Background: an optimization exercise with open tools, aiming at a short achievable clock period and few clock cycles. Do not read the settings as production practice.
The RTL was checked by simulation tests, not by an equivalence proof against the original design.
Power and IR drop assume default switching activity.

[flow/run.sh]
#!/bin/bash
set -o pipefail
MARGIN=${MARGIN:-9}
cp standard.sh standard_sh.log
cp config.mk config_mk_orig.log
sed -i '/SETUP_SLACK_MARGIN/d' config.mk
echo "export SETUP_SLACK_MARGIN = $MARGIN" >> config.mk
echo "export BUFFER_PORTS_ARGS = -buffer_cell sky130_fd_sc_hd__buf_4" >> config.mk
bash standard.sh > standard.log 2>&1
[standard.sh]
#!/bin/bash
# synth_recipe.tcl (not shown) runs the flow's synth.tcl, then flattens the netlist and writes it again
# the make line also repeats each setting of config.mk as NAME=value (left out here)
make -C /OpenROAD-flow-scripts/flow DESIGN_CONFIG=/design/flow/config.mk WORK_HOME=/design/flow/orfs CLKGATE_MAP_FILE= SYNTH_SCRIPT=/design/flow/synth_recipe.tcl "${@:-finish}"
[config.mk]
export PLATFORM = sky130hd
export DESIGN_NAME = MultipleCycleCPU
export DESIGN_NICKNAME = MultipleCycleCPU
export VERILOG_FILES = /design/flow/design.v
export SDC_FILE = /design/flow/constraint.sdc
export NUM_CORES = 4
export LEC_CHECK = 0
export CAP_MARGIN = 20
export CORE_MARGIN = 2
export CORE_UTILIZATION = 40
export SLEW_MARGIN = 20
export SETUP_SLACK_MARGIN = 9
export BUFFER_PORTS_ARGS = -buffer_cell sky130_fd_sc_hd__buf_4
[constraint.sdc]
create_clock -name core_clock -period 12.5 [get_ports {CLK}]
set_input_delay 2.5000 -clock core_clock [delete_from_list [all_inputs] [get_ports {CLK}]]
set_output_delay 2.5000 -clock core_clock [all_outputs]
set_load 0.01 [all_outputs]
[design.v]
module RegisterFile(
    input         CLK,
    input         we,
    input  [4:0]  wa,
    input  [31:0] wd,
    input  [4:0]  ra1,
    input  [4:0]  ra2,
    output [31:0] rd1,
    output [31:0] rd2
    );
    reg [31:0] regs [1:31];
    always @(posedge CLK) begin
        if (we && wa != 5'd0)
            regs[wa] <= wd;
    end
    assign rd1 = (ra1 == 5'd0) ? 32'h0 : regs[ra1];
    assign rd2 = (ra2 == 5'd0) ? 32'h0 : regs[ra2];
endmodule
module CmpTree #(parameter W = 32) (
    input  [W-1:0] a,
    input  [W-1:0] b,
    output         lt,
    output         eq
    );
    generate
        if (W == 1) begin : leaf
            assign lt = ~a[0] & b[0];
            assign eq = ~(a[0] ^ b[0]);
        end else begin : node
            localparam H = W / 2;
            wire ltH, eqH, ltL, eqL;
            CmpTree #(W - H) hi (.a(a[W-1:H]), .b(b[W-1:H]), .lt(ltH), .eq(eqH));
            CmpTree #(H)     lo (.a(a[H-1:0]), .b(b[H-1:0]), .lt(ltL), .eq(eqL));
            assign lt = ltH | (eqH & ltL);
            assign eq = eqH & eqL;
        end
    endgenerate
endmodule
module MultipleCycleCPU(
        input CLK,
        input RST,
        output [31:0] imem_addr,
        input  [31:0] imem_rdata,
        output [31:0] dmem_addr,
        output [31:0] dmem_wdata,
        output dmem_we,
        input  [31:0] dmem_rdata,
        output halted
    );
    localparam [5:0] OP_ADD = 6'b000000, OP_SUB = 6'b000001, OP_ADDIU = 6'b000010,
                     OP_AND = 6'b010000, OP_ANDI = 6'b010001, OP_ORI = 6'b010010,
                     OP_XORI = 6'b010011, OP_SLL = 6'b011000, OP_SLTI = 6'b100110,
                     OP_SLT = 6'b100111, OP_SW = 6'b110000, OP_LW = 6'b110001,
                     OP_BEQ = 6'b110100, OP_BNE = 6'b110101, OP_BLTZ = 6'b110110,
                     OP_J = 6'b111000, OP_JR = 6'b111001, OP_JAL = 6'b111010,
                     OP_HALT = 6'b111111;
    reg [31:0] fPC;        
    reg [31:0] eA;         
    reg [31:0] eT;         
    reg [31:0] eB;         
    reg [4:0]  eSa;        
    reg [31:0] ePc4;       
    reg [31:0] eTarget;    
    reg [4:0]  eDst;       
    reg        eWe;        
    reg eSelAdd, eSelSub, eSelAnd, eSelOr, eSelXor, eSelSlt, eSelSll, eSelPc4;
    reg eLw, eSw, eHalt;
    reg eBeq, eBne, eBltz, ePred, eJr;
    reg [31:0] ras;        
    reg [31:0] mAddr, mData, mResult;
    reg [4:0]  mDst;
    reg        mWe, mLw, mSw, mHalt;
    assign dmem_addr  = mAddr;
    assign dmem_wdata = mData;
    assign dmem_we    = mSw;
    assign halted     = mHalt;
    wire [31:0] mRes = mLw ? dmem_rdata : mResult;
    wire [31:0] sum  = eA + eB;
    wire [31:0] diff = eA - eB;
    wire ltuLow, equLow;
    CmpTree #(31) cmpSlt (.a(eA[30:0]), .b(eB[30:0]), .lt(ltuLow), .eq(equLow));
    wire        lt   = (eA[31] != eB[31]) ? eA[31] : ltuLow;
    wire [31:0] sll  = eT << eSa;
    wire [31:0] eResult =
          ({32{eSelAdd}}  & sum)
        | ({32{eSelSub}}  & diff)
        | ({32{eSelAnd}}  & (eA & eB))
        | ({32{eSelOr}}   & (eA | eB))
        | ({32{eSelXor}}  & (eA ^ eB))
        | ({32{eSelSlt}}  & {31'b0, lt})
        | ({32{eSelSll}}  & sll)
        | ({32{eSelPc4}}  & ePc4);
    wire ltLow, eqLow;
    CmpTree #(31) cmpE (.a(eA[30:0]), .b(eT[30:0]), .lt(ltLow), .eq(eqLow));
    wire brEq   = eqLow & (eA[31] == eT[31]);
    wire brSign = eA[31] ^ eT[31] ^ ltLow;
    wire taken   = (eBeq & brEq) | (eBne & ~brEq) | (eBltz & brSign);
    wire jrOk    = (eA == eTarget);
    wire mispred = ((eBeq | eBne | eBltz) & (taken != ePred)) | (eJr & ~jrOk);
    wire [31:0] fixPC = eJr ? eA : (ePred ? ePc4 : eTarget);
    assign imem_addr = fPC;
    wire [31:0] ins = imem_rdata;
    wire [5:0]  op  = ins[31:26];
    wire [4:0]  rs  = ins[25:21];
    wire [4:0]  rt  = ins[20:16];
    wire [4:0]  rd  = ins[15:11];
    wire [15:0] imm = ins[15:0];
    wire [31:0] rf1, rf2;
    RegisterFile RegisterFile(.CLK(CLK), .we(mWe), .wa(mDst), .wd(mRes),
                              .ra1(rs), .ra2(rt), .rd1(rf1), .rd2(rf2));
    wire [31:0] rsVal = (eWe && eDst == rs) ? eResult :
                        (mWe && mDst == rs) ? mRes : rf1;
    wire [31:0] rtVal = (eWe && eDst == rt) ? eResult :
                        (mWe && mDst == rt) ? mRes : rf2;
    wire dAdd  = op == OP_ADD,  dSub  = op == OP_SUB,  dAddiu = op == OP_ADDIU;
    wire dAnd  = op == OP_AND,  dAndi = op == OP_ANDI, dOri   = op == OP_ORI;
    wire dXori = op == OP_XORI, dSll  = op == OP_SLL,  dSlti  = op == OP_SLTI;
    wire dSlt  = op == OP_SLT,  dSw   = op == OP_SW,   dLw    = op == OP_LW;
    wire dBeq  = op == OP_BEQ,  dBne  = op == OP_BNE,  dBltz  = op == OP_BLTZ;
    wire dJ    = op == OP_J,    dJr   = op == OP_JR,   dJal   = op == OP_JAL;
    wire dHalt = op == OP_HALT;
    wire zext   = dAndi | dOri | dXori;
    wire useImm = dAddiu | dAndi | dOri | dXori | dSlti | dLw | dSw;
    wire [31:0] extImm = {{16{imm[15] & ~zext}}, imm};
    wire wrRd = dAdd | dSub | dAnd | dSll | dSlt;
    wire wrRt = dAddiu | dAndi | dOri | dXori | dSlti | dLw;
    wire [4:0] dst = dJal ? 5'd31 : (wrRt ? rt : rd);
    wire writes = (wrRd | wrRt | dJal) && dst != 5'd0;
    wire readsRs = ~(dSll | dJ | dJal | dHalt);
    wire readsRt = dAdd | dSub | dAnd | dSll | dSlt | dSw | dBeq | dBne | dBltz;
    wire loadUse = eLw & eWe & ((readsRs & (eDst == rs)) | (readsRt & (eDst == rt)));
    wire sameReg = (rs == rt);
    wire pred = dBeq ? (sameReg | imm[15]) :
                dBne ? (~sameReg) :
                       (~sameReg & imm[15]);
    wire [31:0] fPc4 = {fPC[31:2] + 30'd1, fPC[1:0]};
    wire [16:0] brLo = {1'b0, fPC[17:2]} + {1'b0, imm} + 17'd1;
    wire [13:0] hi0  = fPC[31:18];
    wire [13:0] hiP, hiM;
    genvar k;
    generate
        for (k = 0; k < 14; k = k + 1) begin : incdec
            if (k == 0) begin : b0
                assign hiP[k] = ~hi0[k];
                assign hiM[k] = ~hi0[k];
            end else begin : bk
                assign hiP[k] = hi0[k] ^ (&hi0[k-1:0]);
                assign hiM[k] = hi0[k] ^ ~(|hi0[k-1:0]);
            end
        end
    endgenerate
    wire [13:0] hiC0 = imm[15] ? hiM : hi0;
    wire [13:0] hiC1 = imm[15] ? hi0 : hiP;
    wire [13:0] brHi = brLo[16] ? hiC1 : hiC0;
    wire [31:0] fBr  = {brHi, brLo[15:0], fPC[1:0]};
    wire [31:0] fJmp = {fPc4[31:28], ins[25:0], 2'b00};
    wire isBr  = dBeq | dBne | dBltz;
    wire sSelf = dHalt;
    wire sJmp  = dJ | dJal;
    wire sJr   = dJr;
    wire sBr   = isBr & pred;
    wire sSeq  = ~(sSelf | sJmp | sJr | sBr);
    wire [31:0] fNextNoBr = ({32{sSelf}} & fPC)
                          | ({32{sJmp}}  & fJmp)
                          | ({32{sJr}}   & ras)
                          | ({32{sSeq}}  & fPc4);
    wire [31:0] fOther = mispred ? fixPC : (loadUse ? fPC : fNextNoBr);
    wire        fTakeBr = sBr & ~mispred & ~loadUse;
    wire [31:0] fPCnext = fTakeBr ? fBr : fOther;
    wire bubble = mispred | loadUse;
    always @(posedge CLK or negedge RST) begin
        if (!RST) begin
            fPC <= 32'h0;
            eA <= 32'h0; eT <= 32'h0; eB <= 32'h0; eSa <= 5'h0;
            ePc4 <= 32'h0; eTarget <= 32'h0; eDst <= 5'h0; eWe <= 1'b0;
            eSelAdd <= 1'b0; eSelSub <= 1'b0; eSelAnd <= 1'b0; eSelOr <= 1'b0;
            eSelXor <= 1'b0; eSelSlt <= 1'b0; eSelSll <= 1'b0; eSelPc4 <= 1'b0;
            eLw <= 1'b0; eSw <= 1'b0; eHalt <= 1'b0;
            eBeq <= 1'b0; eBne <= 1'b0; eBltz <= 1'b0; ePred <= 1'b0;
            eJr <= 1'b0; ras <= 32'h0;
            mAddr <= 32'h0; mData <= 32'h0; mResult <= 32'h0; mDst <= 5'h0;
            mWe <= 1'b0; mLw <= 1'b0; mSw <= 1'b0; mHalt <= 1'b0;
        end else begin
            fPC <= fPCnext;
            eA <= rsVal;
            eT <= rtVal;
            eB <= useImm ? extImm : rtVal;
            eSa <= ins[4:0];
            ePc4 <= fPc4;
            eTarget <= dJr ? ras : fBr;
            eJr <= dJr & ~bubble;
            if (dJal) ras <= fPc4;
            eDst <= dst;
            eWe <= writes & ~bubble;
            eSelAdd <= dAdd | dAddiu | dLw | dSw;
            eSelSub <= dSub;
            eSelAnd <= dAnd | dAndi;
            eSelOr <= dOri;
            eSelXor <= dXori;
            eSelSlt <= dSlt | dSlti;
            eSelSll <= dSll;
            eSelPc4 <= dJal;
            eLw <= dLw & ~bubble;
            eSw <= dSw & ~bubble;
            eHalt <= dHalt & ~bubble;
            eBeq <= dBeq & ~bubble;
            eBne <= dBne & ~bubble;
            eBltz <= dBltz & ~bubble;
            ePred <= pred;
            mAddr <= sum;
            mData <= eT;
            mResult <= eResult;
            mDst <= eDst;
            mWe <= eWe;
            mLw <= eLw;
            mSw <= eSw;
            mHalt <= eHalt;
        end
    end
endmodule
==> summary.md, run 1 <==
| Metric | Value |
|---|---|
| Sequential share of power | `just under 40%` |
| Crit path kind | `in -> reg` |
| Max Freq | `230 MHz` |
| Maxcap violations | `0` |
| Crit. End Element | `register` |
| DP Wirelength | `176 mm` |
| Clk_skew | `between 20 and 30 ps` |
| TritonCTS clock tree | `built` |
| Element type at the critical path start | `primary input` |
| Layout Nets | `between 6000 and 7000` |
| Placer Congestion | `0.983` |
| Pin count of the biggest net entering global routing | `86` |
| Layout area overhead | `29.0%` |
| Initial antenna violation count | `17` |
| First-pass GRT wire length | `approximately 430 mm` |
| Sink Count | `1348` |
| Rel. slew slack | `approximately 27%` |
| P_leak | `34.4 nW` |
| Final Max Slew Viols | `0` |
| Critical Path RT | `13220 ps` |
| # IOs | `around 160` |
| Worst slew pin tran | `~1100 ps` |
| Final hold vios | `0` |
| Unique cell type count in the Yosys netlist | `98` |
| Synthesized instance count | `5378` |
| Core footprint | `around 0.18 mm²` |
| Global Route Usage Sum | `33.7%` |
| Synthesis Warnings | `2` |
| Fin crit share | `34.8%` |
| CP Data Arrival Time | `5060 ps` |
| Clk Latency, worst-skew pair | `820 ps` |
| Setup-failing EPs final | `0` |
| Share of cells above drive strength 1 | `36.6%` |
| Most common cell after layout, fill and taps aside | `edfxtp_1` |
| Minimum clock period | `around 4300 ps` |
| Register Area | `about 0.039 mm²` |
| Post-synth net total | `5635` |
| Fillers | `14576` |
| Die width | `between 400 and 500 µm` |
| CTS Buf Count | `147` |
| Final antenna-violating net count | `0` |
| Setup Total Neg Slack | `0 ps` |
| Area of the multi-input gates | `0.0352 mm²` |
| Total number of vias | `56676` |
| Int Power | `just under 10 mW` |
| DIE AREA | `0.184 mm²` |
| Clock slew seen by the registers of the worst setup and hold paths | `60 ps` |
| Drt wl/cell | `37.9 µm` |
| Final WL | `318 mm` |
| Switching Fraction | `33.7%` |
| Most used DFF post-synth | `edfxtp_1` |
| Status | `finished clean` |
| Pwr dens | `156 mW/mm²` |
| Hold Crit Class | `reg -> reg` |
| Seq/Total Area, Yosys | `53.7%` |
| # port buffers | `163` |
| RSZ-0062 raised after global routing | `true` |
| Syn avg cell area | `13.4 µm²` |
| Die Y-Extent | `428 µm` |
| Psw | `4.89 mW` |
| Commonest cells after routing, fill and taps aside | `992 x edfxtp_1, 426 x mux4_2, 370 x nand2_1` |
| GRT Residual Overflow | `0` |
| Yosys reg bits | `~1300` |
| Clock power frac | `between 30% and 40%` |
| Ys async rst share | `a little over a quarter` |
| Critical-path maximum fanout | `5` |
| Power, Total | `14.5 mW` |
| Post-synth EDFFs | `about 1000` |
| Clock Tree Root | `clkbuf_16` |
| DR DRC count | `0` |
| Std cell rows | `between 150 and 200` |
| Setup slack, reg-to-reg | `8590 ps` |
| Clk buf depth | `3` |
| CTS Hold Bufs | `0` |
| Vias per Instance | `6.76` |
| Vias in the first global route | `54613` |
| Synthesized cell area | `0.0721 mm²` |
| Iteration-0 DRC Markers | `just under 9000` |
| Starting Density | `40.3%` |
| Logic pwr share | `between 20 and 30%` |
| Maximum VDD drop | `around 0.14 mV` |
| CTS H-tree depth | `4` |
| 1st-pass router iterations | `7` |
worst paths after layout:
| path | startpoint | to | cells past startpoint |
|---|---|---|---|
| setup / recovery | imem_rdata[0] | fPC[21]$_DFFE_PN0P_ | 16 |
| hold / removal | eLw$_DFF_PN0_ | mLw$_DFF_PN0_ | 0 |
| setup reg to reg | eA[0]$_DFF_PN0_ | eB[10]$_DFF_PN0_ | 11 |
| hold reg to reg | eLw$_DFF_PN0_ | mLw$_DFF_PN0_ | 0 |
| max in group asynchronous | RST | eB[1]$_DFF_PN0_ | 3 |
| min in group asynchronous | RST | mData[26]$_DFF_PN0_ | 1 |
cells by family after synthesis:
logic type               Yosys count  synth area share [%]
flip-flops                      1348                  53.7
XOR/XNOR                         139                  1.69
adder cells (fa/ha/maj)          191                  3.35
AND/OR/NAND/NOR                 1038                  6.60
buffers and inverters            564                  3.55
multiplexers                     844                  19.5
AO/OA/AOI/OAI                   1254                  11.6
registers in the layout, summed over array words and instances, names as in the netlist, 5 cells and up:
register / cells
eDst: 5
mDst: 5
RegisterFile.regs: 992
mData: 32
eB: 32
ePc4: 32
eTarget: 32
mAddr: 32
eSa: 5
fPC: 32
ras: 32
eT: 32
eA: 32
mResult: 32
what timing repair did:
action                     in CTS  in global routing
pin swaps                     202                207
setup endpoints to repair     439                310
gates resized for setup       893                343
cloned                         99                  7
buffers inserted              254                126
through the flow:
step / cell area, µm² / hold WS, ps / instances / setup slack (ps) / util, %
4_1_cts: 89900 / 392 / 8243 / 8120 / 50.3
5_1_grt: 92900 / 405 / 8382 / 8070 / 52.0
6_report: 92900 / 390 / 8385 / 8150 / 52.0
2_1_floorplan: 73700 / 331 / 5378 / 7650 / -
3_5_place_dp: 76300 / 377 / 7618 / 5500 / 42.7
3_3_place_gp: 76300 / 396 / 7616 / 5610 / 42.7
layout make-up:
type	count	area share, %
Sequential cell	1348	41.7
Multi-Input combinational cell	3471	37.9
Timing Repair Buffer	761	11.2
Clock buffer	207	4.50
Tap cell	2355	3.17
Clock inverter	65	0.746
Inverter	168	0.731
Antenna cell	9	0.0242
Timing Repair inverter	1	0.00808
per-layer routing:
layer	routed length (µm)	part of all wire, %	GRT usage [%]
met1	108000	34	41.1
met2	140000	44	50.9
met3	39400	12	9.30
met4	30500	9.6	25.5
met5	39	0.012	0
synth_stat cells, types with 66 or more instances:
master / count / area, µm²
nor2_1: 256 / 961
o21ai_0: 270 / 1350
a221oi_1: 100 / 876
a211oi_1: 89 / 668
ha_1: 188 / 2350
mux4_2: 426 / 9590
clkbuf_1: 241 / 905
mux2i_1: 312 / 3120
inv_1: 165 / 619
a21oi_1: 318 / 1590
edfxtp_1: 992 / 29800
nand3_1: 66 / 330
mux2_2: 98 / 1100
dfrtp_1: 356 / 8910
xor2_1: 78 / 683
nand2_1: 386 / 1450
nor3_1: 98 / 490
power by group through the flow:
| stage | combinational [mW] | sequential (mW) | clock [mW] |
|---|---|---|---|
| finish | 4.30 | 5.75 | 4.45 |
| global route | 4.51 | 5.76 | 4.63 |
| CTS | 3.85 | 5.73 | 4.46 |
| detailed placement | 3.02 | 5.88 | 0 |
| global placement | 2.99 | 5.87 | 0 |
| floorplan | 2.00 | 5.60 | 0 |
critical path, cell delays in order:
cell	delay [ps]
buf_12	110
inv_12	40
ha_4	120
inv_2	30
fa_2	350
a211oi_2	280
o21ai_2	130
a41oi_4	180
buf_12	150
o21ai_4	80
a31o_4	260
buf_6	130
mux2i_4	180
xnor2_2	210
o21ai_1	120
o21a_1	170
Testbench counts, summed over its fixed seeds: cycles 154,628.
==> run 2, diff against run 1 <==
--- a/design.v
+++ b/design.v
@@ -62,3 +62,5 @@
     reg [31:0] ePc4;       
-    reg [31:0] eTarget;    
+    reg [15:0] eImm;       
+    reg [31:0] eJrPred;    
+    reg        eReplay;    
     reg [4:0]  eDst;       
@@ -97,5 +99,7 @@
     wire taken   = (eBeq & brEq) | (eBne & ~brEq) | (eBltz & brSign);
-    wire jrOk    = (eA == eTarget);
-    wire mispred = ((eBeq | eBne | eBltz) & (taken != ePred)) | (eJr & ~jrOk);
-    wire [31:0] fixPC = eJr ? eA : (ePred ? ePc4 : eTarget);
+    wire [31:0] brTarget = {ePc4[31:2] + {{14{eImm[15]}}, eImm}, ePc4[1:0]};
+    wire jrOk    = (eA == eJrPred);
+    wire mispred = eReplay | ((eBeq | eBne | eBltz) & (taken != ePred)) | (eJr & ~jrOk);
+    wire [31:0] ePc  = {ePc4[31:2] - 30'd1, ePc4[1:0]};
+    wire [31:0] fixPC = eReplay ? ePc : (eJr ? eA : (ePred ? ePc4 : brTarget));
     assign imem_addr = fPC;
@@ -151,5 +155,3 @@
     endgenerate
-    wire [13:0] hiC0 = imm[15] ? hiM : hi0;
-    wire [13:0] hiC1 = imm[15] ? hi0 : hiP;
-    wire [13:0] brHi = brLo[16] ? hiC1 : hiC0;
+    wire [13:0] brHi = (brLo[16] == imm[15]) ? hi0 : (brLo[16] ? hiP : hiM);
     wire [31:0] fBr  = {brHi, brLo[15:0], fPC[1:0]};
@@ -162,10 +164,8 @@
     wire sSeq  = ~(sSelf | sJmp | sJr | sBr);
-    wire [31:0] fNextNoBr = ({32{sSelf}} & fPC)
-                          | ({32{sJmp}}  & fJmp)
-                          | ({32{sJr}}   & ras)
-                          | ({32{sSeq}}  & fPc4);
-    wire [31:0] fOther = mispred ? fixPC : (loadUse ? fPC : fNextNoBr);
-    wire        fTakeBr = sBr & ~mispred & ~loadUse;
-    wire [31:0] fPCnext = fTakeBr ? fBr : fOther;
-    wire bubble = mispred | loadUse;
+    wire [31:0] fNext = ({32{sSelf}} & fPC)
+                      | ({32{sJmp}}  & fJmp)
+                      | ({32{sJr}}   & ras)
+                      | ({32{sBr}}   & fBr)
+                      | ({32{sSeq}}  & fPc4);
+    wire bubble = mispred;
     always @(posedge CLK or negedge RST) begin
@@ -174,3 +174,3 @@
             eA <= 32'h0; eT <= 32'h0; eB <= 32'h0; eSa <= 5'h0;
-            ePc4 <= 32'h0; eTarget <= 32'h0; eDst <= 5'h0; eWe <= 1'b0;
+            ePc4 <= 32'h0; eImm <= 16'h0; eJrPred <= 32'h0; eReplay <= 1'b0; eDst <= 5'h0; eWe <= 1'b0;
             eSelAdd <= 1'b0; eSelSub <= 1'b0; eSelAnd <= 1'b0; eSelOr <= 1'b0;
@@ -183,3 +183,3 @@
         end else begin
-            fPC <= fPCnext;
+            fPC <= mispred ? fixPC : fNext;
             eA <= rsVal;
@@ -189,3 +189,5 @@
             ePc4 <= fPc4;
-            eTarget <= dJr ? ras : fBr;
+            eImm <= imm;
+            eJrPred <= ras;
+            eReplay <= loadUse & ~bubble;
             eJr <= dJr & ~bubble;
@@ -213,6 +215,6 @@
             mDst <= eDst;
-            mWe <= eWe;
-            mLw <= eLw;
-            mSw <= eSw;
-            mHalt <= eHalt;
+            mWe <= eWe & ~eReplay;
+            mLw <= eLw & ~eReplay;
+            mSw <= eSw & ~eReplay;
+            mHalt <= eHalt & ~eReplay;
         end
--- a/flow/run.sh
+++ b/flow/run.sh
@@ -2,3 +2,3 @@
 set -o pipefail
-MARGIN=${MARGIN:-9}
+MARGIN=${MARGIN:-8.5}
 cp standard.sh standard_sh.log
--- a/config.mk
+++ b/config.mk
@@ -11,3 +11,3 @@
 export SLEW_MARGIN = 20
-export SETUP_SLACK_MARGIN = 9
+export SETUP_SLACK_MARGIN = 8.5
 export BUFFER_PORTS_ARGS = -buffer_cell sky130_fd_sc_hd__buf_4
==> summary.md, run 2 <==
| Metric | Value |
|---|---|
| Clock slew seen by the registers of the worst setup and hold paths | `60 ps` |
| Minimum clock period | `4330 ps` |
| TritonCTS clock tree | `built` |
| Synthesis Warnings | `2` |
| Switching Fraction | `between 30% and 40%` |
| Rel. slew slack | `19.7%` |
| Fin crit share | `34.6%` |
| Starting Density | `40.2%` |
| Area leader, netlist | `edfxtp_1` |
| DR top layer | `met5` |
| Yosys reg bits | `approximately 1400` |
| Critical Path RT | `between 10000 and 15000 ps` |
| Die Y-Extent | `430 µm` |
| Share of cells above drive strength 1 | `31.1%` |
| CTS H-tree depth | `4` |
| Most common library cells after synthesis | `992 x edfxtp_1, 458 x mux4_2, 368 x dfrtp_1` |
| Clock Tree Root | `clkbuf_16` |
| Drt wl/cell | `around 38 µm` |
| DR DRC count | `0` |
| Area of the multi-input gates | `roughly 0.034 mm²` |
| Placer Congestion | `0.998` |
| Iteration-0 DRC Markers | `8783` |
| Worst slew pin tran | `1200 ps` |
| RR Startpoint | `eA[26]$_DFF_PN0_` |
| Vias per Instance | `6.76` |
| Final Max Slew Viols | `0` |
| Finished layout cell area | `0.0886 mm²` |
| Most numerous cell in the Yosys netlist | `edfxtp_1` |
| Wire length on met3 | `37.6 mm` |
| Core footprint | `0.181 mm²` |
| Maxcap violations | `0` |
| Global Route Usage Sum | `roughly 33%` |
| CP Capture Point | `fPC[31]$_DFF_PN0_` |
| Fillers | `15339` |
| Initial antenna violation count | `20` |
| 1st-pass router iterations | `8` |
| CP Data Arrival Time | `between 5000 and 6000 ps` |
| Final antenna-violating net count | `0` |
| Top cell type's share of synthesized area | `41.0%` |
| Clk buf depth | `3` |
| Std cell rows | `156` |
| Largest family of logic cells by synthesized area | `multiplexers` |
| # IOs | `between 150 and 200` |
| GRT Residual Overflow | `0` |
| Sequential share of power | `about two fifths` |
| P_leak | `32.7 nW` |
| Register Area | `0.0391 mm²` |
| Int Power | `9.28 mW` |
| Met2 Routed Length | `140 mm` |
| R2R depth | `8` |
| Crit path kind | `in -> reg` |
| Post-Place Cell Area | `0.0775 mm²` |
| CTS Hold Bufs | `0` |
| Synthesized instance count | `5376` |
| Hold Crit Class | `reg -> reg` |
| Most used DFF post-synth | `edfxtp_1` |
| Clk_skew | `65.6 ps` |
| Ys async rst share | `27.1%` |
| Commonest cells after routing, fill and taps aside | `992 x edfxtp_1, 458 x mux4_2, 364 x buf_4` |
| Unique cell type count in the Yosys netlist | `94` |
| Clock power frac | `31.3%` |
| Setup-failing EPs final | `0` |
| Power, Total | `14.1 mW` |
| Critical Path Start | `imem_rdata[9]` |
| Status | `finished clean` |
| Post-Synth Adder-Cell Area | `3.72%` |
| Maximum VDD drop | `0.128 mV` |
| Clk Latency, worst-skew pair | `850 ps` |
| Max Freq | `roughly 230 MHz` |
| Layout Nets | `5982` |
| Synth Area in Compound Gates | `11.2%` |
| Critical-path maximum fanout | `5` |
| Worst reg2reg endpoint | `eB[0]$_DFF_PN0_` |
| Seq/Total Area, Yosys | `53.6%` |
| Setup Total Neg Slack | `0 ps` |
| Logic pwr share | `~27%` |
| Max FFs per register | `992` |
| Biggest register | `RegisterFile.regs` |
| Psw | `4.82 mW` |
| Area contributors post-synth | `edfxtp_1 41%, mux4_2 14%, dfrtp_1 13%` |
| # port buffers | `163` |
| Element type at the critical path start | `primary input` |
| CTS Buf Count | `145` |
| Post-synth EDFFs | `992` |
| Most common cell after layout, fill and taps aside | `edfxtp_1` |
| Die width | `430 µm` |
| DP Wirelength | `185 mm` |
| Pwr dens | `159 mW/mm²` |
| Crit. End Element | `register` |
| Synth Area in XOR/XNOR | `roughly 2.1%` |
| RSZ-0062 raised after global routing | `true` |
| DIE AREA | `0.185 mm²` |
| Layout area overhead | `21.9%` |
| Vias in the first global route | `~53000` |
| First-pass GRT wire length | `422 mm` |
| Pin count of the biggest net entering global routing | `168` |
| Mux cell area share after synthesis | `between 10% and 20%` |
| Final hold vios | `0` |
| Sink Count | `between 1000 and 1500` |
| Syn avg cell area | `13.5 µm²` |
| Synthesized cell area | `a little over 0.07 mm²` |
| Post-synth net total | `5656` |
| Simple-gate portion of the synthesized area | `6.59%` |
| Setup slack, reg-to-reg | `8430 ps` |
| Total number of vias | `55507` |
| Metal-1 WL | `approximately 110 mm` |
| Final WL | `312 mm` |
## run 2: cell type report
cell class / count / share of cell area [%]
Tap cell: 2370 / 3.35
Clock buffer: 200 / 4.55
Multi-Input combinational cell: 3439 / 38.5
Antenna cell: 12 / 0.0339
Timing Repair Buffer: 555 / 7.72
Inverter: 201 / 0.891
Sequential cell: 1360 / 44.1
Clock inverter: 69 / 0.898
## run 2: per-stage QoR
| stage | util (%) | cells | worst slack [ps] | hold slack (ps) |
|---|---|---|---|---|
| final | 49.0 | 8206 | 8170 | 394 |
| after global routing | 49.0 | 8198 | 8090 | 411 |
| after CTS | 47.6 | 8064 | 8230 | 388 |
| after detailed placement | 42.9 | 7650 | 5560 | 387 |
| after global placement | 42.9 | 7649 | 5590 | 387 |
| after floorplan | - | 5376 | 7660 | 373 |
## run 2: critical path, stage by stage
cell and delay, ps:
buf_4 160, ha_1 360, a21oi_1 150, nand2_1 90, a31oi_2 340, a31oi_4 210
buf_6 170, o21ai_4 340, nor3_2 90, o21a_1 190, o311a_1 320, a31oi_1 140
## run 2: layer usage
layer	vias to the layer above	track usage [%]
li1	21932	-
met1	28423	39.8
met2	4175	49.7
met3	973	9.03
met4	4	23.2
met5	-	0
## run 2: worst min path at each step
stage / startpoint / endpoint / slack (ps) / cells past startpoint
after floorplan: ras[30]$_DFFE_PN0P_ / eJrPred[30]$_DFF_PN0_ / 370 / 0
after detailed placement: ras[15]$_DFFE_PN0P_ / eJrPred[15]$_DFF_PN0_ / 390 / 0
after global routing: ras[26]$_DFFE_PN0P_ / eJrPred[26]$_DFF_PN0_ / 410 / 0
after CTS: ras[20]$_DFFE_PN0P_ / eJrPred[20]$_DFF_PN0_ / 390 / 0
final: ras[20]$_DFFE_PN0P_ / eJrPred[20]$_DFF_PN0_ / 390 / 0
after global placement: ras[26]$_DFFE_PN0P_ / eJrPred[26]$_DFF_PN0_ / 390 / 0
## run 2: power groups by stage
| stage | combinational [mW] | clock (mW) | sequential, mW |
|---|---|---|---|
| floorplan | 2.18 | 0 | 5.66 |
| global placement | 3.21 | 0 | 5.98 |
| detailed placement | 3.23 | 0 | 5.98 |
| CTS | 3.55 | 4.43 | 5.88 |
| global route | 4.01 | 4.61 | 5.91 |
| finish | 3.79 | 4.41 | 5.91 |
## run 2: cell families (layout without fill, tap and decap cells)
| group | count (synthesis) | in the layout |
|---|---|---|
| DFF | 1360 | 1360 |
| AOI/OAI and AO/OA | 1219 | 1220 |
| and+or+nand+nor | 1000 | 1001 |
| muxes | 831 | 831 |
| buffers and inverters | 579 | 1025 |
| adders and majority gates | 214 | 214 |
| xor gates and xnor gates | 173 | 173 |
| other | 0 | 12 |
## run 2: repair_timing
item / in CTS / in global routing
setup buffers: 99 / 110
endpoints found under the setup margin: 212 / 283
gates resized for setup: 327 / 242
gates cloned: 46 / 19
pin swaps: 47 / 71
Testbench counts of run 2, summed over its fixed seeds: cycles 154,925.
==> run 3, diff against run 2 <==
--- a/design.v
+++ b/design.v
@@ -57,2 +57,8 @@
     reg [31:0] fPC;        
+    reg [31:0] ras;        
+    reg        dValid;     
+    reg [31:0] dIR;        
+    reg [31:0] dPc4;       
+    reg [31:0] dTarget;    
+    reg        dPred;      
     reg [31:0] eA;         
@@ -62,5 +68,3 @@
     reg [31:0] ePc4;       
-    reg [15:0] eImm;       
-    reg [31:0] eJrPred;    
-    reg        eReplay;    
+    reg [31:0] eTarget;    
     reg [4:0]  eDst;       
@@ -70,3 +74,2 @@
     reg eBeq, eBne, eBltz, ePred, eJr;
-    reg [31:0] ras;        
     reg [31:0] mAddr, mData, mResult;
@@ -99,14 +102,10 @@
     wire taken   = (eBeq & brEq) | (eBne & ~brEq) | (eBltz & brSign);
-    wire [31:0] brTarget = {ePc4[31:2] + {{14{eImm[15]}}, eImm}, ePc4[1:0]};
-    wire jrOk    = (eA == eJrPred);
-    wire mispred = eReplay | ((eBeq | eBne | eBltz) & (taken != ePred)) | (eJr & ~jrOk);
-    wire [31:0] ePc  = {ePc4[31:2] - 30'd1, ePc4[1:0]};
-    wire [31:0] fixPC = eReplay ? ePc : (eJr ? eA : (ePred ? ePc4 : brTarget));
-    assign imem_addr = fPC;
-    wire [31:0] ins = imem_rdata;
-    wire [5:0]  op  = ins[31:26];
-    wire [4:0]  rs  = ins[25:21];
-    wire [4:0]  rt  = ins[20:16];
-    wire [4:0]  rd  = ins[15:11];
-    wire [15:0] imm = ins[15:0];
+    wire jrOk    = (eA == eTarget);
+    wire mispred = ((eBeq | eBne | eBltz) & (taken != ePred)) | (eJr & ~jrOk);
+    wire [31:0] fixPC = eJr ? eA : (ePred ? ePc4 : eTarget);
+    wire [5:0]  op  = dIR[31:26];
+    wire [4:0]  rs  = dIR[25:21];
+    wire [4:0]  rt  = dIR[20:16];
+    wire [4:0]  rd  = dIR[15:11];
+    wire [15:0] imm = dIR[15:0];
     wire [31:0] rf1, rf2;
@@ -123,3 +122,3 @@
     wire dBeq  = op == OP_BEQ,  dBne  = op == OP_BNE,  dBltz  = op == OP_BLTZ;
-    wire dJ    = op == OP_J,    dJr   = op == OP_JR,   dJal   = op == OP_JAL;
+    wire dJr   = op == OP_JR,   dJal  = op == OP_JAL,  dJ     = op == OP_J;
     wire dHalt = op == OP_HALT;
@@ -134,9 +133,17 @@
     wire readsRt = dAdd | dSub | dAnd | dSll | dSlt | dSw | dBeq | dBne | dBltz;
-    wire loadUse = eLw & eWe & ((readsRs & (eDst == rs)) | (readsRt & (eDst == rt)));
-    wire sameReg = (rs == rt);
-    wire pred = dBeq ? (sameReg | imm[15]) :
-                dBne ? (~sameReg) :
-                       (~sameReg & imm[15]);
+    wire loadUse = dValid & eLw & eWe &
+                   ((readsRs & (eDst == rs)) | (readsRt & (eDst == rt)));
+    assign imem_addr = fPC;
+    wire [31:0] ins  = imem_rdata;
+    wire [5:0]  fOp  = ins[31:26];
+    wire [15:0] fImm = ins[15:0];
+    wire fBeq  = fOp == OP_BEQ,  fBne = fOp == OP_BNE, fBltz = fOp == OP_BLTZ;
+    wire fJ    = fOp == OP_J,    fJr  = fOp == OP_JR,  fJal  = fOp == OP_JAL;
+    wire fHalt = fOp == OP_HALT;
+    wire sameReg = (ins[25:21] == ins[20:16]);
+    wire pred = fBeq ? (sameReg | fImm[15]) :
+                fBne ? (~sameReg) :
+                       (~sameReg & fImm[15]);
     wire [31:0] fPc4 = {fPC[31:2] + 30'd1, fPC[1:0]};
-    wire [16:0] brLo = {1'b0, fPC[17:2]} + {1'b0, imm} + 17'd1;
+    wire [16:0] brLo = {1'b0, fPC[17:2]} + {1'b0, fImm} + 17'd1;
     wire [13:0] hi0  = fPC[31:18];
@@ -155,10 +162,9 @@
     endgenerate
-    wire [13:0] brHi = (brLo[16] == imm[15]) ? hi0 : (brLo[16] ? hiP : hiM);
+    wire [13:0] brHi = (brLo[16] == fImm[15]) ? hi0 : (brLo[16] ? hiP : hiM);
     wire [31:0] fBr  = {brHi, brLo[15:0], fPC[1:0]};
     wire [31:0] fJmp = {fPc4[31:28], ins[25:0], 2'b00};
-    wire isBr  = dBeq | dBne | dBltz;
-    wire sSelf = dHalt;
-    wire sJmp  = dJ | dJal;
-    wire sJr   = dJr;
-    wire sBr   = isBr & pred;
+    wire sSelf = fHalt;
+    wire sJmp  = fJ | fJal;
+    wire sJr   = fJr;
+    wire sBr   = (fBeq | fBne | fBltz) & pred;
     wire sSeq  = ~(sSelf | sJmp | sJr | sBr);
@@ -169,8 +175,9 @@
                       | ({32{sSeq}}  & fPc4);
-    wire bubble = mispred;
+    wire eBubble = mispred | loadUse | ~dValid;
     always @(posedge CLK or negedge RST) begin
         if (!RST) begin
-            fPC <= 32'h0;
+            fPC <= 32'h0; ras <= 32'h0;
+            dValid <= 1'b0; dIR <= 32'h0; dPc4 <= 32'h0; dTarget <= 32'h0; dPred <= 1'b0;
             eA <= 32'h0; eT <= 32'h0; eB <= 32'h0; eSa <= 5'h0;
-            ePc4 <= 32'h0; eImm <= 16'h0; eJrPred <= 32'h0; eReplay <= 1'b0; eDst <= 5'h0; eWe <= 1'b0;
+            ePc4 <= 32'h0; eTarget <= 32'h0; eDst <= 5'h0; eWe <= 1'b0;
             eSelAdd <= 1'b0; eSelSub <= 1'b0; eSelAnd <= 1'b0; eSelOr <= 1'b0;
@@ -178,4 +185,3 @@
             eLw <= 1'b0; eSw <= 1'b0; eHalt <= 1'b0;
-            eBeq <= 1'b0; eBne <= 1'b0; eBltz <= 1'b0; ePred <= 1'b0;
-            eJr <= 1'b0; ras <= 32'h0;
+            eBeq <= 1'b0; eBne <= 1'b0; eBltz <= 1'b0; ePred <= 1'b0; eJr <= 1'b0;
             mAddr <= 32'h0; mData <= 32'h0; mResult <= 32'h0; mDst <= 5'h0;
@@ -183,3 +189,14 @@
         end else begin
-            fPC <= mispred ? fixPC : fNext;
+            if (mispred) begin
+                fPC <= fixPC;
+                dValid <= 1'b0;
+            end else if (!loadUse) begin
+                fPC <= fNext;
+                dValid <= 1'b1;
+                dIR <= ins;
+                dPc4 <= fPc4;
+                dTarget <= fJr ? ras : fBr;
+                dPred <= pred;
+                if (fJal) ras <= fPc4;
+            end
             eA <= rsVal;
@@ -187,11 +204,8 @@
             eB <= useImm ? extImm : rtVal;
-            eSa <= ins[4:0];
-            ePc4 <= fPc4;
-            eImm <= imm;
-            eJrPred <= ras;
-            eReplay <= loadUse & ~bubble;
-            eJr <= dJr & ~bubble;
-            if (dJal) ras <= fPc4;
+            eSa <= dIR[4:0];
+            ePc4 <= dPc4;
+            eTarget <= dTarget;
+            ePred <= dPred;
             eDst <= dst;
-            eWe <= writes & ~bubble;
+            eWe <= writes & ~eBubble;
             eSelAdd <= dAdd | dAddiu | dLw | dSw;
@@ -204,9 +218,9 @@
             eSelPc4 <= dJal;
-            eLw <= dLw & ~bubble;
-            eSw <= dSw & ~bubble;
-            eHalt <= dHalt & ~bubble;
-            eBeq <= dBeq & ~bubble;
-            eBne <= dBne & ~bubble;
-            eBltz <= dBltz & ~bubble;
-            ePred <= pred;
+            eLw <= dLw & ~eBubble;
+            eSw <= dSw & ~eBubble;
+            eHalt <= dHalt & ~eBubble;
+            eBeq <= dBeq & ~eBubble;
+            eBne <= dBne & ~eBubble;
+            eBltz <= dBltz & ~eBubble;
+            eJr <= dJr & ~eBubble;
             mAddr <= sum;
@@ -215,6 +229,6 @@
             mDst <= eDst;
-            mWe <= eWe & ~eReplay;
-            mLw <= eLw & ~eReplay;
-            mSw <= eSw & ~eReplay;
-            mHalt <= eHalt & ~eReplay;
+            mWe <= eWe;
+            mLw <= eLw;
+            mSw <= eSw;
+            mHalt <= eHalt;
         end
==> summary.md, run 3 <==
| Metric | Value |
|---|---|
| Clock Tree Root | `clkbuf_16` |
| Vias per Instance | `6.46` |
| Clk buf depth | `3` |
| 1st-pass router iterations | `8` |
| Global Route Usage Sum | `28.3%` |
| Std cell rows | `159` |
| Area leader, netlist | `edfxtp_1` |
| Commonest cells after routing, fill and taps aside | `992 x edfxtp_1, 496 x mux4_2, 390 x dfrtp_1` |
| Syn avg cell area | `14.0 µm²` |
| Total number of vias | `52708` |
| Top cell type's share of synthesized area | `39.6%` |
| Yosys reg bits | `1446` |
| Setup Total Neg Slack | `0 ps` |
| Sequential share of power | `40.5%` |
| Hold Crit Class | `reg -> reg` |
| DR DRC count | `0` |
| RSZ-0062 raised after global routing | `true` |
| Slowest CP cell | `or4_4` |
| Critical-path maximum fanout | `5` |
| Switching Fraction | `35.6%` |
| Status | `finished clean` |
| Clk_skew | `approximately 53 ps` |
| Max Freq | `222 MHz` |
| Post-synth net total | `5611` |
| CP top delay family | `compound AO/OA/AOI/OAI gates` |
| Post-Place Cell Area | `just under 0.08 mm²` |
| CTS Buf Count | `156` |
| Critical path's most frequent cell | `a21oi_1` |
| Critical Path Start | `imem_rdata[8]` |
| Psw | `~5.8 mW` |
| Initial antenna violation count | `13` |
| Final hold vios | `0` |
| Ys async rst share | `31.4%` |
| CP Data Arrival Time | `5150 ps` |
| Fillers | `16344` |
| Final Max Slew Viols | `0` |
| Starting Density | `40.1%` |
| Crit path cell chain | `buf_4 > ha_4 > a21oi_1 > o21ai_2 > a2111oi_4 > a21oi_4 > buf_12 > or4_4 > o21ba_4 > mux2_4 > a221oi_2 > a21oi_1` |
| Fin crit share | `between 30 and 40%` |
| CTS Hold Bufs | `0` |
| Crit path kind | `in -> reg` |
| Iteration-0 DRC Markers | `6572` |
| Unique cell type count in the Yosys netlist | `90` |
| Crit. End Element | `register` |
| Setup-failing EPs final | `0` |
| Minimum clock period | `4510 ps` |
| Post-route setup slack | `approximately 8000 ps` |
| Clock power frac | `28.4%` |
| Die Y-Extent | `approximately 440 µm` |
| Vias in the first global route | `50803` |
| Worst hold start | `dPc4[27]$_DFFE_PN0P_` |
| Placer Congestion | `~1` |
| Slowest Stage Delay on Critical Path | `between 400 and 500 ps` |
| P_leak | `31.4 nW` |
| Rel. slew slack | `between 20% and 30%` |
| Post-synth EDFFs | `992` |
| DIE AREA | `0.192 mm²` |
| Synthesized instance count | `5362` |
| DP Wirelength | `around 170 mm` |
| Layout Nets | `between 5000 and 6000` |
| # IOs | `between 150 and 200` |
| Element type at the critical path start | `primary input` |
| Drt wl/cell | `33.8 µm` |
| Seq/Total Area, Yosys | `54.7%` |
| Maxcap violations | `0` |
| # port buffers | `163` |
| Most numerous cell in the Yosys netlist | `edfxtp_1` |
| Maximum VDD drop | `0.151 mV` |
| Pin count of the biggest net entering global routing | `172` |
| Layout area overhead | `15.4%` |
| Biggest register | `RegisterFile.regs` |
| Most common library cells after synthesis | `992 x edfxtp_1, 496 x mux4_2, 454 x dfrtp_1` |
| Int Power | `10.5 mW` |
| RR Startpoint | `eA[12]$_DFF_PN0_` |
| Finished layout cell area | `slightly below 0.09 mm²` |
| Logic pwr share | `31.0%` |
| Post-Layout Cell Count | `8158` |
| Pwr dens | `roughly 190 mW/mm²` |
| CTS H-tree depth | `4` |
| Synthesized cell area | `0.0752 mm²` |
| Area contributors post-synth | `edfxtp_1 40%, dfrtp_1 15%, mux4_2 15%` |
| Placed cell count | `roughly 7800` |
| Share of cells above drive strength 1 | `27.5%` |
| Final WL | `about 280 mm` |
| Buf/Inv on CP | `2` |
| Max FFs per register | `992` |
| TritonCTS clock tree | `built` |
| Clock slew seen by the registers of the worst setup and hold paths | `60 ps` |
| Most common cell after layout, fill and taps aside | `edfxtp_1` |
| Critical Path RT | `13140 ps` |
| Worst slew pin tran | `1190 ps` |
| Die width | `438 µm` |
| Clk Latency, worst-skew pair | `830 ps` |
| GRT Residual Overflow | `0` |
| Most used DFF post-synth | `edfxtp_1` |
| First-pass GRT wire length | `a little under 400 mm` |
| Post-place setup slack | `6770 ps` |
| Final antenna-violating net count | `0` |
| Core footprint | `~0.19 mm²` |
| Sink Count | `1446` |
| Synthesis Warnings | `2` |
-- run 3: cell types whose count changed after synthesis, sizes merged, moves of 40 or more --
| cell | change |
|---|---|
| a211oi | +92 |
| dfrtp | +86 |
| nor2 | +72 |
| o21ai | -71 |
| mux2i | +66 |
| nand2 | -66 |
| nor3 | -43 |
| inv | -40 |
| mux2 | +40 |
-- run 3: timing repair --
action,4_1_cts,5_1_grt
cloned,9,3
buffers inserted,62,35
pin swaps,34,26
gates resized for setup,177,110
setup endpoints to repair,313,317
-- run 3: power by group through the flow --
stage               clock, mW  sequential, mW  combinational [mW]
finish                   4.62            6.59                5.05
global route             4.86            6.61                5.36
CTS                      4.67            6.57                4.82
detailed placement          0            6.73                4.45
global placement            0            6.74                4.41
floorplan                   0            6.34                2.90
-- run 3: worst paths after layout --
check / slack, ps / cells past startpoint / endpoint
setup reg to reg: 8440 / 13 / eJr$_DFF_PN0_
max in group asynchronous: 8810 / 3 / fPC[15]$_DFFE_PN0P_
min in group asynchronous: 1620 / 1 / mAddr[30]$_DFF_PN0_
hold / removal: 360 / 0 / ePc4[27]$_DFF_PN0_
setup / recovery: 7990 / 12 / fPC[30]$_DFFE_PN0P_
hold reg to reg: 360 / 0 / ePc4[27]$_DFF_PN0_
-- run 3: kinds of logic (layout without fill, tap and decap cells) --
group                    after synthesis  in the layout  synth area share [%]
multiplexers                         975            975                  21.5
adder cells (fa/ha/maj)              183            183                  3.07
XOR/XNOR                             148            148                  1.72
flip-flops                          1446           1446                  54.7
other                                  0              5                     0
AO/OA/AOI/OAI                       1140           1140                  10.2
buffers and inverters                555            847                  3.15
AND/OR/NAND/NOR                      915            919                  5.63
-- run 3: metal layers --
layer,share of wire [%],vias up,global-route usage (%),wire length [µm]
met5,0.0087,-,0,24
met4,6.9,4,16.5,19000
met3,8.6,657,4.41,23700
met2,46,2980,44.7,128000
met1,38,27551,37.1,105000
li1,-,21516,-,-
-- run 3: area by class of cell --
cell class | count | area [µm²] | area share (%)
antenna | 5 | 12.5 | 0.0144
clock buffer | 204 | 4220 | 4.86
clock inverter | 79 | 816 | 0.940
inverter | 161 | 629 | 0.725
multi-input combinational | 3365 | 33100 | 38.1
sequential | 1446 | 41200 | 47.5
tap | 2495 | 3120 | 3.60
timing repair buffer | 403 | 3680 | 4.24
-- run 3: through the flow --
| step | utilization, % | power [mW] | hold slack, ps |
|---|---|---|---|
| after floorplan | - | 9.24 | 331 |
| after global placement | 42.4 | 11.1 | 353 |
| after detailed placement | 42.4 | 11.2 | 358 |
| after CTS | 45.9 | 16.1 | 366 |
| after global routing | 46.3 | 16.8 | 376 |
| final | 46.3 | 16.3 | 361 |
Testbench counts of run 3, summed over its fixed seeds: cycles 158,421.
==> run 4, diff against run 3 <==
--- a/design.v
+++ b/design.v
@@ -162,3 +162,5 @@
     endgenerate
-    wire [13:0] brHi = (brLo[16] == fImm[15]) ? hi0 : (brLo[16] ? hiP : hiM);
+    wire [13:0] hiC0 = fImm[15] ? hiM : hi0;
+    wire [13:0] hiC1 = fImm[15] ? hi0 : hiP;
+    wire [13:0] brHi = brLo[16] ? hiC1 : hiC0;
     wire [31:0] fBr  = {brHi, brLo[15:0], fPC[1:0]};
@@ -170,7 +172,9 @@
     wire sSeq  = ~(sSelf | sJmp | sJr | sBr);
-    wire [31:0] fNext = ({32{sSelf}} & fPC)
-                      | ({32{sJmp}}  & fJmp)
-                      | ({32{sJr}}   & ras)
-                      | ({32{sBr}}   & fBr)
-                      | ({32{sSeq}}  & fPc4);
+    wire [31:0] fNextNoBr = ({32{sSelf}} & fPC)
+                          | ({32{sJmp}}  & fJmp)
+                          | ({32{sJr}}   & ras)
+                          | ({32{sSeq}}  & fPc4);
+    wire [31:0] fOther = mispred ? fixPC : (loadUse ? fPC : fNextNoBr);
+    wire        fTakeBr = sBr & ~mispred & ~loadUse;
+    wire [31:0] fPCnext = fTakeBr ? fBr : fOther;
     wire eBubble = mispred | loadUse | ~dValid;
@@ -189,7 +193,6 @@
         end else begin
+            fPC <= fPCnext;
             if (mispred) begin
-                fPC <= fixPC;
                 dValid <= 1'b0;
             end else if (!loadUse) begin
-                fPC <= fNext;
                 dValid <= 1'b1;
--- a/flow/run.sh
+++ b/flow/run.sh
@@ -2,3 +2,3 @@
 set -o pipefail
-MARGIN=${MARGIN:-8.5}
+MARGIN=${MARGIN:-9}
 cp standard.sh standard_sh.log
--- a/config.mk
+++ b/config.mk
@@ -11,3 +11,3 @@
 export SLEW_MARGIN = 20
-export SETUP_SLACK_MARGIN = 8.5
+export SETUP_SLACK_MARGIN = 9
 export BUFFER_PORTS_ARGS = -buffer_cell sky130_fd_sc_hd__buf_4
==> summary.md, run 4 <==
| Metric | Value |
|---|---|
| Element type at the critical path start | `primary input` |
| Final Max Slew Viols | `0` |
| Std cell rows | `about 160` |
| Synthesized cell area | `0.0744 mm²` |
| Critical Path Start | `imem_rdata[0]` |
| Hold Crit Class | `reg -> reg` |
| Share of cells above drive strength 1 | `a little over a third` |
| Initial antenna violation count | `7` |
| Sink Count | `1446` |
| Met3 GRT Util | `6.24%` |
| Critical-path maximum fanout | `4` |
| Clk Latency, worst-skew pair | `approximately 830 ps` |
| P_leak | `33.5 nW` |
| Total number of vias | `55018` |
| Die Y-Extent | `435 µm` |
| Crit path cell chain | `buf_12 > inv_12 > ha_4 > inv_2 > fa_2 > a211oi_4 > o21ai_2 > nand3_4 > o21ai_4 > a221oi_4 > buf_6 > buf_8 > buf_4 > nor3_1 > a31oi_1 > o21ai_1 > o211ai_1 > o21a_1` |
| Vias in the first global route | `about 54000` |
| Finished layout cell area | `0.0914 mm²` |
| Final antenna-violating net count | `0` |
| Most numerous cell in the Yosys netlist | `edfxtp_1` |
| RSZ-0062 raised after global routing | `true` |
| Layout area overhead | `22.9%` |
| Syn avg cell area | `13.7 µm²` |
| Most common library cells after synthesis | `992 x edfxtp_1, 459 x mux4_2, 454 x dfrtp_1` |
| CTS Buf Count | `156` |
| Clock slew seen by the registers of the worst setup and hold paths | `around 70 ps` |
| Power, Total | `roughly 30 mW` |
| Fin crit share | `36.1%` |
| CTS Hold Bufs | `0` |
| Layer with the highest usage | `met2` |
| Clk_skew | `39.3 ps` |
| GRT Residual Overflow | `0` |
| Unique cell type count in the Yosys netlist | `96` |
| Clk buf depth | `3` |
| DR DRC count | `0` |
| Drt wl/cell | `approximately 35 µm` |
| Die width | `435 µm` |
| Max FFs per register | `992` |
| Vias per Instance | `6.53` |
| Biggest register | `RegisterFile.regs` |
| Setup Total Neg Slack | `0 ps` |
| # port buffers | `163` |
| Area contributors post-synth | `edfxtp_1 40%, dfrtp_1 15%, mux4_2 14%` |
| Seq/Total Area, Yosys | `55.3%` |
| Area leader, netlist | `edfxtp_1` |
| Rel. slew slack | `29.0%` |
| WHS | `roughly 380 ps` |
| Clock Tree Root | `clkbuf_16` |
| CTS H-tree depth | `4` |
| Post-synth net total | `5694` |
| Synthesized instance count | `~5400` |
| Most common cell after layout, fill and taps aside | `edfxtp_1` |
| DIE AREA | `0.189 mm²` |
| Status | `finished clean` |
| Most used DFF post-synth | `edfxtp_1` |
| Met1 Track Usage GR | `39.1%` |
| Yosys reg bits | `roughly 1400` |
| Met2 Usage GRT | `46.5%` |
| Global Route Usage Sum | `30.1%` |
| Setup-failing EPs final | `0` |
| Post-synth EDFFs | `992` |
| RR Startpoint | `eA[28]$_DFF_PN0_` |
| Pin count of the biggest net entering global routing | `83` |
| # IOs | `164` |
| Final WL | `293 mm` |
| Maxcap violations | `0` |
| Pwr dens | `331 mW/mm²` |
| DP Wirelength | `176 mm` |
| Worst slew pin tran | `1060 ps` |
| Post-Place Cell Area | `0.0789 mm²` |
| Crit path kind | `in -> reg` |
| Synthesis Warnings | `2` |
| Max Freq | `222 MHz` |
| Critical Path RT | `13260 ps` |
| Fillers | `approximately 16000` |
| Maximum VDD drop | `0.314 mV` |
| Iteration-0 DRC Markers | `7174` |
| 1st-pass router iterations | `12` |
| Commonest cells after routing, fill and taps aside | `992 x edfxtp_1, 459 x mux4_2, 382 x dfrtp_1` |
| Minimum clock period | `between 4000 and 5000 ps` |
| Slowest Stage Delay on Critical Path | `380 ps` |
| Placer Congestion | `about 1` |
| Worst hold start | `dTarget[29]$_DFFE_PN0P_` |
| TritonCTS clock tree | `built` |
| Layout Nets | `slightly above 6000` |
| Ys async rst share | `31.4%` |
| Slowest CP cell | `fa_2` |
| Core footprint | `0.185 mm²` |
| Final hold vios | `0` |
| CP Data Arrival Time | `5270 ps` |
| First-pass GRT wire length | `just over 400 mm` |
| Top cell type's share of synthesized area | `40.1%` |
| Starting Density | `40.2%` |
| Crit. End Element | `register` |
run 4: critical path: cells and delay by family:
kind,cells,cell delay [ps]
buf+inv,6,600
fa+ha+maj,2,500
simple gates,2,190
compound gates,8,1460
run 4: final cells by class:
| cell class | instances | area [µm²] | area share (%) |
|---|---|---|---|
| diodes | 2 | 5.00 | 0.00548 |
| clock inverters | 72 | 563 | 0.616 |
| inverters | 172 | 704 | 0.771 |
| repair buffers | 622 | 7150 | 7.83 |
| multi-input cells | 3423 | 34300 | 37.5 |
| well taps | 2480 | 3100 | 3.40 |
| repair inverters | 3 | 15.0 | 0.0164 |
| clock buffers | 209 | 4290 | 4.70 |
| flip-flops and latches | 1446 | 41300 | 45.2 |
run 4: layer usage:
layer | up-vias | part of all wire, % | routed length, µm
li1 | 22094 | - | -
met1 | 28278 | 37 | 108000
met5 | - | 0.014 | 41
met4 | 6 | 7.4 | 21700
met2 | 3702 | 45 | 133000
met3 | 938 | 10 | 30200
run 4: logic make-up (layout without fill, tap and decap cells):
family	Yosys count	count (layout)	share of synthesized area (%)
XOR/XNOR	145	145	1.71
other	0	2	0
adder cells (fa/ha/maj)	191	191	3.24
AND/OR/NAND/NOR	1013	1014	6.20
buffers and inverters	569	1078	3.14
multiplexers	878	878	19.8
AO/OA/AOI/OAI	1195	1195	10.6
flip-flops	1446	1446	55.3
run 4: repair_timing:
item / CTS / global route
buffers inserted: 208 / 69
setup endpoints to repair: 459 / 355
gates cloned: 41 / 9
gates resized for setup: 665 / 325
pin swaps: 130 / 150
run 4: final timing paths:
check                                               end  slack (ps)  depth (start not counted)
worst min register to register    eTarget[29]$_DFF_PN0_         380                          0
worst min-delay path              eTarget[29]$_DFF_PN0_         380                          0
worst max register to register      ras[18]$_DFFE_PN0P_        8590                         17
max in group asynchronous           fPC[30]$_DFFE_PN0P_        9210                          3
min in group asynchronous           mAddr[29]$_DFF_PN0_        1610                          1
worst max-delay path            dTarget[26]$_DFFE_PN0P_        7990                         18
run 4: power by group:
| group | switching [mW] | leakage (nW) | internal, mW | total (mW) |
|---|---|---|---|---|
| registers | 1.03 | 14.6 | 6.24 | 7.27 |
| logic | 10.6 | 16.5 | 7.87 | 18.5 |
| clock network | 1.96 | 2.38 | 2.55 | 4.51 |
| total | 13.6 | 33.5 | 16.7 | 30.2 |
run 4: stage by stage:
stage	util [%]	worst slack, ps	std cells
floorplan	-	7550	5437
global placement	42.6	6750	7818
detailed placement	42.6	6810	7819
CTS	48.3	8130	8349
global route	49.4	7850	8427
finish	49.4	7990	8429
Testbench counts of run 4, summed over its fixed seeds: cycles 158,421.

[afterwards: timing with drivers on the ports]
In the flow no input, the clock included, has a driving cell. The finished layouts below were timed again as built, in two steps.
Step 1 (the two cells are an assumption about what drives the block):
set clk [get_ports {CLK}]
set_driving_cell -lib_cell sky130_fd_sc_hd__clkbuf_16 $clk
set_driving_cell -lib_cell sky130_fd_sc_hd__buf_2 [delete_from_list [all_inputs] $clk]
Step 2 also shifts input and output timing later by t, the mid clock arrival at the registers, as if the neighbouring blocks saw the same clock.
Three values: no drivers, after step 1, after step 2; two values: the first two.
run	shift t [ns]	setup WS [ns]	slew at the worst register clock pin (ns)	pins driven straight from the clock port
run 1	0.894	8.155 / 7.886 / 6.992	0.07 / 0.07	1
run 2	0.897	8.173 / 7.958 / 7.061	0.07 / 0.07	1
run 3	0.887	7.994 / 8.053 / 7.165	0.07 / 0.07	1
run 4	0.898	7.989 / 8.032 / 7.134	0.07 / 0.07	1
After both steps setup and hold are still met in every run listed. For run 1, which loses most, drivers alone change the setup slack by -0.269 ns; drivers and shift together by -1.163 ns.
